From an optimization exercise on the open Yosys and OpenROAD flow, aimed at small area and a short achievable clock period; shortcuts taken in it are not production practice.

==> run a <==
==> flow/design.v <==
module fir_16tap (
	input  wire               clk,
	input  wire               rst,
	input  wire signed [15:0] xin,
	output wire signed [35:0] yout
);
reg  [15:0] d [1:14];            
reg  [15:0] m;                   
reg  [22:0] y;
reg  [22:0] u;
reg  [3:0]  cnt;                 
wire [22:0] mx = {{7{m[15]}}, m};
wire [22:0] b  = {y[21:0], 1'b0} - u - {mx[18:0], 4'd0};
wire [22:0] y_n;
fir_add u_add (.a(b), .x(xin), .s(y_n));
integer k;
always @(posedge clk) begin
	d[1] <= xin;
	for (k = 2; k <= 14; k = k + 1)
		d[k] <= d[k-1];
end
always @(posedge clk) begin
	if (rst || !(&cnt[3:1]))
		m <= 16'd0;
	else
		m <= d[14];
end
always @(posedge clk) begin
	if (rst) begin
		cnt <= 4'd0;
		y   <= 23'd0;
		u   <= 23'd0;
	end else begin
		if (!(&cnt))
			cnt <= cnt + 4'd1;
		y   <= y_n;
		u   <= y - {mx[18:0], 4'd0} + mx;
	end
end
assign yout = {{13{y[22]}}, y};
endmodule
module fir_add (
	input  wire [22:0] a,
	input  wire [15:0] x,
	output wire [22:0] s
);
assign s = a + {{7{x[15]}}, x};
endmodule
==> flow/run.sh <==
#!/bin/bash
# synth_recipe.tcl (not shown) runs the flow's synth.tcl, then flattens the netlist and writes it again
# the make line also repeats each setting of config.mk as NAME=value (left out here)
make -C /OpenROAD-flow-scripts/flow DESIGN_CONFIG=/design/flow/config.mk WORK_HOME=/design/flow/orfs CLKGATE_MAP_FILE= SYNTH_SCRIPT=/design/flow/synth_recipe.tcl finish
==> flow/config.mk <==
export PLATFORM = sky130hd
export DESIGN_NAME = fir_16tap
export DESIGN_NICKNAME = fir_16tap
export VERILOG_FILES = /design/flow/design.v
export SDC_FILE = /design/flow/constraint.sdc
export NUM_CORES = 4
export LEC_CHECK = 0
export CAP_MARGIN = 20
export CORE_MARGIN = 2
export CORE_UTILIZATION = 40
export SLEW_MARGIN = 20
export SYNTH_HIERARCHICAL = 1
==> flow/constraint.sdc <==
create_clock -name core_clock -period 12.5 [get_ports {clk}]
set_input_delay 2.5000 -clock core_clock [delete_from_list [all_inputs] [get_ports {clk}]]
set_output_delay 2.5000 -clock core_clock [all_outputs]
set_load 0.01 [all_outputs]
==> run b: changes against run a <==
==> flow/design.v (replaced) <==
module fir_16tap (
	input  wire               clk,
	input  wire               rst,
	input  wire signed [15:0] xin,
	output wire signed [35:0] yout
);
reg signed [15:0] d [1:14];      
reg signed [15:0] x15;           
reg signed [22:0] y;
reg signed [19:0] w;
reg        [3:0]  cnt;           
wire              v14 = &cnt[3:1];
wire signed [15:0] x14m = v14 ? d[14] : 16'sd0;
integer k;
always @(posedge clk) begin
	d[1] <= xin;
	for (k = 2; k <= 14; k = k + 1)
		d[k] <= d[k-1];
end
always @(posedge clk) begin
	if (rst) begin
		cnt <= 4'd0;
		x15 <= 16'sd0;
		y   <= 23'sd0;
		w   <= 20'sd0;
	end else begin
		if (cnt != 4'd15)
			cnt <= cnt + 4'd1;
		x15 <= x14m;
		y   <= y + w - 23'sd15 * x15 + xin;
		w   <= w - x14m + xin;
	end
end
assign yout = y;
endmodule
--- a/flow/config.mk
+++ b/flow/config.mk
@@ -10,3 +10,2 @@
 export CORE_UTILIZATION = 40
 export SLEW_MARGIN = 20
-export SYNTH_HIERARCHICAL = 1
==> run c: changes against run a <==
==> flow/design.v (replaced) <==
module fir_16tap (
	input  wire               clk,
	input  wire               rst,
	input  wire signed [15:0] xin,
	output wire signed [35:0] yout
);
reg signed [15:0] d [1:15];      
reg signed [22:0] y;
reg signed [19:0] s;
reg        [3:0]  cnt;           
wire               v15  = &cnt;
wire signed [15:0] x15m = v15 ? d[15] : 16'sd0;
wire signed [19:0] a = s - x15m;
wire signed [22:0] b = y + s - $signed({x15m, 4'd0});
wire signed [19:0] s_n;
wire signed [22:0] y_n;
fir_add #(.N(20)) u_adds (.a(a), .x(xin), .s(s_n));
fir_add #(.N(23)) u_addy (.a(b), .x(xin), .s(y_n));
integer k;
always @(posedge clk) begin
	d[1] <= xin;
	for (k = 2; k <= 15; k = k + 1)
		d[k] <= d[k-1];
end
always @(posedge clk) begin
	if (rst) begin
		cnt <= 4'd0;
		y   <= 23'sd0;
		s   <= 20'sd0;
	end else begin
		if (!v15)
			cnt <= cnt + 4'd1;
		y   <= y_n;
		s   <= s_n;
	end
end
assign yout = y;
endmodule
module fir_add #(parameter N = 20) (
	input  wire signed [N-1:0] a,
	input  wire signed [15:0]  x,
	output wire signed [N-1:0] s
);
assign s = a + x;
endmodule
==> flow_summary.yaml <==
run_status:
  status: "complete, no violations"
setup_path:
  crit_cells: 21
  endpoint: "y[22]"
placement:
  dpl_cell_area_mm2: 0.0123
die:
  die_area_mm2: 0.0301
  die_h_um: 173
(the above is from run c)
==> flow_summary.yaml <==
run_status:
  status: "complete, no violations"
die:
  die_h_um: 168
  die_area_mm2: 0.0282
placement:
  dpl_cell_area_mm2: 0.0115
cells_and_area:
  n_fill_cell: 2407
  seq_cells: 290
sta:
  slew_viol_final: 0
setup_path:
  endpoint: "y[21]"
(the above is from run a)
==> flow_summary.yaml <==
setup_path:
  crit_cells: 14
  endpoint: "y[20]"
run_status:
  status: "complete, no violations"
placement:
  dpl_cell_area_mm2: 0.0127
die:
  die_h_um: 176
(the above is from run b)
No functional check of the RTL was part of any run of this note.

[static timing again, ports no longer ideal]
No port has a modelled driver above. Below, the same layouts with a new extraction and two added sets of constraints.
Step 1 sets driving cells, clkbuf_16 on the clock port and buf_2 on the other inputs (assumed; they add their load-dependent delay and slew).
Step 2 times the ports against the registers' clock, not the clock port: input delays grow and output delays shrink by t, the midpoint of the rising clock arrivals with the driver on.
Slacks: no drivers / after step 1 / after step 2; pairs: no drivers / after step 1.
| run | shift t [ns] | setup WS [ns] | worst setup path at the end |
|---|---|---|---|
| run a | 0.576 | 7.802 / 7.802 / 7.281 | input to register |
| run b | 0.607 | 5.848 / 5.875 / 5.268 | input to register |
| run c | 0.591 | 6.860 / 6.860 / 6.860 | register to register |
After both steps setup and hold are still met in every run listed. For run b, which loses most, drivers alone change the setup slack by +0.027 ns; drivers and shift together by -0.580 ns.
